Source: an optimization exercise on an open RTL-to-GDS flow (aim: small area and a short achievable clock period). Production flows keep margins and buffers that such runs may drop. RTL that was checked went through simulation tests only; none was proved equivalent to the original.

==> 08-20 <==
==> flow/design.v <==
module ENIGMA(
	clk,
	rst_n,
	in_valid,
	in_valid_2,
	crypt_mode,
	code_in,
	out_code,
	out_valid
);
input clk;
input rst_n;
input in_valid;
input in_valid_2;
input crypt_mode;
input [5:0] code_in;
output reg out_valid;
output reg [5:0] out_code;
integer i, g, k;
function [2:0] grp_src;
	input [2:0] ty;
	input [2:0] p;
	begin
		case (ty)
			3'd1: grp_src = p ^ 3'd1;
			3'd2: grp_src = p ^ 3'd2;
			3'd3: grp_src = (p == 3'd0 || p == 3'd7) ? p : (p <= 3'd3 ? p + 3'd3 : p - 3'd3);
			3'd4: grp_src = p ^ 3'd4;
			3'd5: grp_src = (p == 3'd3 || p == 3'd4) ? p : (p <= 3'd2 ? p + 3'd5 : p - 3'd5);
			3'd6: case (p)
					3'd0: grp_src = 3'd6; 3'd1: grp_src = 3'd7; 3'd2: grp_src = 3'd3; 3'd3: grp_src = 3'd2;
					3'd4: grp_src = 3'd5; 3'd5: grp_src = 3'd4; 3'd6: grp_src = 3'd0; default: grp_src = 3'd1;
				  endcase
			3'd7: grp_src = 3'd7 - p;
			default: grp_src = p;
		endcase
	end
endfunction
reg iv, iv2;
reg cm;
reg [5:0] code;
always @(posedge clk or negedge rst_n) begin
	if (!rst_n) begin
		iv  <= 1'b0;
		iv2 <= 1'b0;
	end else begin
		iv  <= in_valid;
		iv2 <= in_valid_2;
	end
end
always @(posedge clk) begin
	cm   <= crypt_mode;
	code <= code_in;
end
reg [6:0] cnt;
reg mode;
always @(posedge clk or negedge rst_n) begin
	if (!rst_n) cnt <= 7'd0;
	else if (iv) cnt <= cnt + 7'd1;
	else cnt <= 7'd0;
end
always @(posedge clk or negedge rst_n) begin
	if (!rst_n) mode <= 1'b0;
	else if (iv && cnt == 7'd0) mode <= cm;
end
reg [5:0] ra [0:63];         
reg [5:0] rb [0:63];         
wire loadA = iv & ~cnt[6];
always @(posedge clk) begin
	for (i = 0; i < 63; i = i + 1)
		ra[i] <= ra[i + 1];
	ra[63] <= loadA ? code : ra[0];
end
always @(posedge clk) begin
	for (g = 0; g < 8; g = g + 1) begin
		for (k = 0; k < 7; k = k + 1)
			rb[8 * g + k] <= rb[8 * g + k + 1];
		rb[8 * g + 7] <= (iv && cnt[6] && cnt[5:3] == g) ? code : rb[8 * g];
	end
end
reg [5:0] ro_lag;
reg [3:0] shh;
reg [2:0] pt [0:7];          
reg [2:0] qt [0:7];          
wire [1:0] sh_r = {shh[2] | shh[3], shh[1] | shh[3]};
wire [5:0] ro_off = ro_lag + 6'd1 + {4'd0, sh_r};
reg v1;
always @(posedge clk or negedge rst_n) begin
	if (!rst_n) v1 <= 1'b0;
	else v1 <= iv2;
end
wire [5:0] w = code - ro_off;
wire [3:0] wb = w[5:2];
wire [3:0] wb1 = w[5:2] - 4'd1;
reg [5:0] win [0:7];         
reg [5:0] cand [0:3];        
always @(*) begin
	for (k = 0; k < 4; k = k + 1) begin
		win[4 + k] = ra[{wb, k[1:0]}];
		win[k]     = ra[{wb1, k[1:0]}];
	end
end
always @(posedge clk) begin
	for (k = 0; k < 4; k = k + 1)
		cand[k] <= win[{1'b1, w[1:0]} - k];
end
reg [5:0] s2;
reg [7:0] gsel;              
reg [7:0] bsel;              
reg [3:0] s2lo;              
integer c;
always @(*) begin
	s2 = 6'd0;
	gsel = 8'd0;
	bsel = 8'd0;
	s2lo = 4'd0;
	for (c = 0; c < 4; c = c + 1) begin
		s2 = s2 | ({6{shh[c]}} & cand[c]);
		for (k = 0; k < 8; k = k + 1) begin
			gsel[k] = gsel[k] | (shh[c] & (cand[c][5:3] == k));
			bsel[k] = bsel[k] | (shh[c] & (pt[cand[c][2:0]] == k));
		end
		for (k = 0; k < 4; k = k + 1)
			s2lo[k] = s2lo[k] | (shh[c] & (cand[c][1:0] == k));
	end
end
reg [5:0] bgs [0:7];         
reg [5:0] s3;
always @(*) begin
	for (k = 0; k < 8; k = k + 1) begin
		bgs[k] = 6'd0;
		for (g = 0; g < 8; g = g + 1)
			bgs[k] = bgs[k] | ({6{gsel[g]}} & rb[8 * g + k]);
	end
	s3 = 6'd0;
	for (k = 0; k < 8; k = k + 1)
		s3 = s3 | ({6{bsel[k]}} & bgs[k]);
end
wire [5:0] s4 = ~s3;
wire [63:0] hit;
genvar gi;
generate for (gi = 0; gi < 64; gi = gi + 1) begin : cam_b
	assign hit[gi] = (rb[gi] == s4);
end endgenerate
reg [7:0] hit_slot;
reg [7:0] hit_grp;
reg [2:0] s5lo;
reg [3:0] s5q;               
always @(*) begin
	for (k = 0; k < 8; k = k + 1) begin
		hit_slot[k] = hit[k] | hit[8 + k] | hit[16 + k] | hit[24 + k] |
		              hit[32 + k] | hit[40 + k] | hit[48 + k] | hit[56 + k];
		hit_grp[k]  = |hit[8 * k +: 8];
	end
	s5lo = 3'd0;
	s5q = 4'd0;
	for (k = 0; k < 8; k = k + 1) begin
		s5lo = s5lo | ({3{hit_slot[k]}} & qt[k]);
		for (c = 0; c < 4; c = c + 1)
			s5q[c] = s5q[c] | (hit_slot[k] & (qt[k][1:0] == c));
	end
end
wire [2:0] s5hi = {hit_grp[4] | hit_grp[5] | hit_grp[6] | hit_grp[7],
                   hit_grp[2] | hit_grp[3] | hit_grp[6] | hit_grp[7],
                   hit_grp[1] | hit_grp[3] | hit_grp[5] | hit_grp[7]};
wire [5:0] s5 = {s5hi, s5lo};
wire [3:0] shn = mode ? s5q : s2lo;
wire [2:0] ty = s3[2:0] ^ {3{mode}};
reg [2:0] ptd [0:7];
always @(*) begin
	for (k = 0; k < 8; k = k + 1)
		ptd[k] = pt[k] - 3'd1;
end
always @(posedge clk) begin
	if (iv) begin
		ro_lag <= 6'd63;
		shh    <= 4'b0001;
		for (k = 0; k < 8; k = k + 1) begin
			pt[k] <= k;
			qt[k] <= k;
		end
	end else begin
		ro_lag <= ro_off;
		shh    <= v1 ? shn : 4'b0001;
		for (k = 0; k < 8; k = k + 1) begin
			pt[k] <= v1 ? ptd[grp_src(ty, k)] : ptd[k];
			qt[k] <= v1 ? grp_src(ty, qt[(k + 1) % 8]) : qt[(k + 1) % 8];
		end
	end
end
reg v2;
reg [5:0] s5_r;
reg [5:0] off_r;
always @(posedge clk or negedge rst_n) begin
	if (!rst_n) v2 <= 1'b0;
	else v2 <= v1;
end
always @(posedge clk) begin
	s5_r  <= s5;
	off_r <= ro_off + 6'd1;
end
reg [5:0] hitA;
always @(*) begin
	hitA = 6'd0;
	for (k = 0; k < 64; k = k + 1)
		if (ra[k] == s5_r) hitA = hitA | k;
end
wire [5:0] s6 = hitA + off_r;
always @(posedge clk or negedge rst_n) begin
	if (!rst_n) begin
		out_valid <= 1'b0;
		out_code  <= 6'd0;
	end else begin
		out_valid <= v2;
		out_code  <= v2 ? s6 : 6'd0;
	end
end
endmodule
==> flow/flow/run.sh <==
#!/bin/bash
set -euo pipefail
bash standard.sh finish SETUP_SLACK_MARGIN=11.5 > make_finish.log 2>&1
==> flow/standard.sh <==
#!/bin/bash
# synth_recipe.tcl (not shown) runs the flow's synth.tcl, then flattens the netlist and writes it again
# the make line also repeats each setting of config.mk as NAME=value (left out here)
make -C /OpenROAD-flow-scripts/flow DESIGN_CONFIG=/design/flow/config.mk WORK_HOME=/design/flow/orfs CLKGATE_MAP_FILE= SYNTH_SCRIPT=/design/flow/synth_recipe.tcl "${@:-finish}"
==> flow/config.mk <==
export PLATFORM = sky130hd
export DESIGN_NAME = ENIGMA
export DESIGN_NICKNAME = ENIGMA
export VERILOG_FILES = /design/flow/design.v
export SDC_FILE = /design/flow/constraint.sdc
export NUM_CORES = 4
export LEC_CHECK = 0
export CAP_MARGIN = 20
export CORE_MARGIN = 2
export CORE_UTILIZATION = 25
export PLACE_DENSITY = 0.4
export SLEW_MARGIN = 20
==> flow/constraint.sdc <==
create_clock -name core_clock -period 15.0 [get_ports {clk}]
set_input_delay 3.0000 -clock core_clock [delete_from_list [all_inputs] [get_ports {clk}]]
set_output_delay 3.0000 -clock core_clock [all_outputs]
set_load 0.01 [all_outputs]
==> 02-11 (differences from 08-20) <==
--- a/flow/design.v
+++ b/flow/design.v
@@ -101,40 +101,45 @@
 	end
 end
-always @(posedge clk) begin
+reg [7:0] cgrp [0:3];        
+reg [5:0] nc [0:3];
+always @(*) begin
 	for (k = 0; k < 4; k = k + 1)
-		cand[k] <= win[{1'b1, w[1:0]} - k];
-end
+		nc[k] = win[{1'b1, w[1:0]} - k];
+end
+always @(posedge clk) begin
+	for (k = 0; k < 4; k = k + 1) begin
+		cand[k] <= nc[k];
+		cgrp[k] <= 8'd1 << nc[k][5:3];
+	end
+end
+reg [2:0] bsc [0:3];
 reg [5:0] s2;
-reg [7:0] gsel;              
-reg [7:0] bsel;              
+reg [2:0] bslot;
 reg [3:0] s2lo;              
 integer c;
 always @(*) begin
 	s2 = 6'd0;
-	gsel = 8'd0;
-	bsel = 8'd0;
+	bslot = 3'd0;
 	s2lo = 4'd0;
 	for (c = 0; c < 4; c = c + 1) begin
 		s2 = s2 | ({6{shh[c]}} & cand[c]);
-		for (k = 0; k < 8; k = k + 1) begin
-			gsel[k] = gsel[k] | (shh[c] & (cand[c][5:3] == k));
-			bsel[k] = bsel[k] | (shh[c] & (pt[cand[c][2:0]] == k));
-		end
+		bslot = bslot | ({3{shh[c]}} & bsc[c]);
 		for (k = 0; k < 4; k = k + 1)
 			s2lo[k] = s2lo[k] | (shh[c] & (cand[c][1:0] == k));
 	end
 end
-reg [5:0] bgs [0:7];         
-reg [5:0] s3;
-always @(*) begin
+reg [7:0] gsel;
+reg [5:0] bg [0:7];
+always @(*) begin
+	gsel = 8'd0;
+	for (c = 0; c < 4; c = c + 1)
+		gsel = gsel | ({8{shh[c]}} & cgrp[c]);
 	for (k = 0; k < 8; k = k + 1) begin
-		bgs[k] = 6'd0;
+		bg[k] = 6'd0;
 		for (g = 0; g < 8; g = g + 1)
-			bgs[k] = bgs[k] | ({6{gsel[g]}} & rb[8 * g + k]);
-	end
-	s3 = 6'd0;
-	for (k = 0; k < 8; k = k + 1)
-		s3 = s3 | ({6{bsel[k]}} & bgs[k]);
-end
+			bg[k] = bg[k] | ({6{gsel[g]}} & rb[8 * g + k]);
+	end
+end
+wire [5:0] s3 = bg[bslot];
 wire [5:0] s4 = ~s3;
 wire [63:0] hit;
@@ -171,4 +176,13 @@
 	for (k = 0; k < 8; k = k + 1)
 		ptd[k] = pt[k] - 3'd1;
+end
+reg [2:0] ptn [0:7];         
+always @(*) begin
+	for (k = 0; k < 8; k = k + 1)
+		ptn[k] = iv ? k : (v1 ? ptd[grp_src(ty, k)] : ptd[k]);
+end
+always @(posedge clk) begin
+	for (k = 0; k < 4; k = k + 1)
+		bsc[k] <= ptn[nc[k][2:0]];
 end
 always @(posedge clk) begin
@@ -184,5 +198,5 @@
 		shh    <= v1 ? shn : 4'b0001;
 		for (k = 0; k < 8; k = k + 1) begin
-			pt[k] <= v1 ? ptd[grp_src(ty, k)] : ptd[k];
+			pt[k] <= ptn[k];
 			qt[k] <= v1 ? grp_src(ty, qt[(k + 1) % 8]) : qt[(k + 1) % 8];
 		end
==> flow/flow/run.sh (replaced) <==
#!/bin/bash
set -euo pipefail
bash standard.sh finish SETUP_SLACK_MARGIN=10 > make_finish.log 2>&1
Settings changed: CORE_UTILIZATION 25 to 45, CTS_CLUSTER_DIAMETER set to 100, CTS_CLUSTER_SIZE set to 24, PLACE_DENSITY 0.4 to 0.6, TNS_END_PERCENT set to 5.
==> 12-27 (differences from 08-20) <==
--- a/flow/design.v
+++ b/flow/design.v
@@ -106,35 +106,24 @@
 end
 reg [5:0] s2;
-reg [7:0] gsel;              
-reg [7:0] bsel;              
+reg [2:0] bslot;
 reg [3:0] s2lo;              
 integer c;
 always @(*) begin
 	s2 = 6'd0;
-	gsel = 8'd0;
-	bsel = 8'd0;
+	bslot = 3'd0;
 	s2lo = 4'd0;
 	for (c = 0; c < 4; c = c + 1) begin
 		s2 = s2 | ({6{shh[c]}} & cand[c]);
-		for (k = 0; k < 8; k = k + 1) begin
-			gsel[k] = gsel[k] | (shh[c] & (cand[c][5:3] == k));
-			bsel[k] = bsel[k] | (shh[c] & (pt[cand[c][2:0]] == k));
-		end
+		bslot = bslot | ({3{shh[c]}} & pt[cand[c][2:0]]);
 		for (k = 0; k < 4; k = k + 1)
 			s2lo[k] = s2lo[k] | (shh[c] & (cand[c][1:0] == k));
 	end
 end
-reg [5:0] bgs [0:7];         
-reg [5:0] s3;
-always @(*) begin
-	for (k = 0; k < 8; k = k + 1) begin
-		bgs[k] = 6'd0;
-		for (g = 0; g < 8; g = g + 1)
-			bgs[k] = bgs[k] | ({6{gsel[g]}} & rb[8 * g + k]);
-	end
-	s3 = 6'd0;
+reg [5:0] bg [0:7];
+always @(*) begin
 	for (k = 0; k < 8; k = k + 1)
-		s3 = s3 | ({6{bsel[k]}} & bgs[k]);
-end
+		bg[k] = rb[{s2[5:3], k[2:0]}];
+end
+wire [5:0] s3 = bg[bslot];
 wire [5:0] s4 = ~s3;
 wire [63:0] hit;
==> flow/flow/run.sh (replaced) <==
#!/bin/bash
set -euo pipefail
bash standard.sh finish SETUP_SLACK_MARGIN=10 > make_finish.log 2>&1
Settings changed: TNS_END_PERCENT set to 5.
==> notes.md <==
status -> no timing/DRC/antenna violations
Area after DPL -> 46000 sq um
Final period util -> 0.340
Synth cell types -> 106
Area contributors post-synth -> dfxtp_1 (40%), xor2_1 (11%), xnor2_1 (5.7%)
Non-clock buffer share -> 0.0565
crit path DAT -> 5660 ps
Cell Rows -> 152
Synth warnings -> 9
Syn Inst Count -> 4467
Routed WL per cell -> 33.5 um
full die area -> 177000 sq um
clk tree area frac -> 0.0696
Source of the figures above: 12-27

==> notes.md <==
Area contributors post-synth -> dfxtp_1 (39%), xnor2_1 (6.8%), xor2_1 (5.2%)
full die area -> 181000 sq um
Final period util -> 0.347
Non-clock buffer share -> 0.111
Synth cell types -> 110
status -> no timing/DRC/antenna violations
clk tree area frac -> 0.0590
Synth warnings -> 9
Cell Rows -> 154
crit path DAT -> 5830 ps
Routed WL per cell -> 38.6 um
Synth Cell Area -> 44500 sq um
Source of the figures above: 08-20

==> notes.md <==
Final period util -> 0.373
clk tree area frac -> 0.0264
Area after DPL -> 47500 sq um
CP Cell Sequence -> buf_6, xnor2_1, nand4_1, nor3_1, a31oi_1, nand2_1, nor4_1, nand3_1, ha_1, a21oi_1, o21bai_1, a21oi_1, xnor2_1, xnor2_1, and2_1
Area contributors post-synth -> dfxtp_1 (39%), xnor2_1 (7.6%), xor2_1 (5.6%)
Critical Path Fanout Max -> 38
Syn Inst Count -> 4961
Non-clock buffer share -> 0.0672
Routed WL per cell -> 40.1 um
Synth Register Bits -> 916
Cell Rows -> 117
full die area -> 105000 sq um
Synth cell types -> 111
Seq cells -> 916
crit path DAT -> 6250 ps
share of cells above drive strength 1 -> 0.156
status -> no timing/DRC/antenna violations
Source of the figures above: 02-11

For 08-20 and 02-11, only the layout was checked, not whether the RTL still works.

==> what the ideal ports hide <==
Ports are ideal in the flow. The routed layouts listed here were re-timed in OpenROAD.
Step 1, drivers: a clkbuf_16 drives clk and a buf_2 each remaining input, both assumed.
Step 2 moves the port delays by t, midway between the first and last clock arrival at a register: inputs arrive t later, outputs are due t later. That takes back most of the time a late clock gives input paths.
Three values: no drivers, after step 1, after step 2; two values: the first two.
| run | shift t [ns] | setup slack, ns | clock arrival spread, ns | worst slew at a driven data input, ns |
|---|---|---|---|---|
| 08-20 | 0.851 | 9.789 / 9.789 / 9.789 | 0.089 / 0.090 | 0.06 |
| 02-11 | 0.795 | 9.408 / 9.408 / 9.408 | 0.059 / 0.059 | 0.10 |
| 12-27 | 0.824 | 9.900 / 9.900 / 9.900 | 0.079 / 0.079 | 0.04 |
After both steps setup and hold are still met in every run listed.
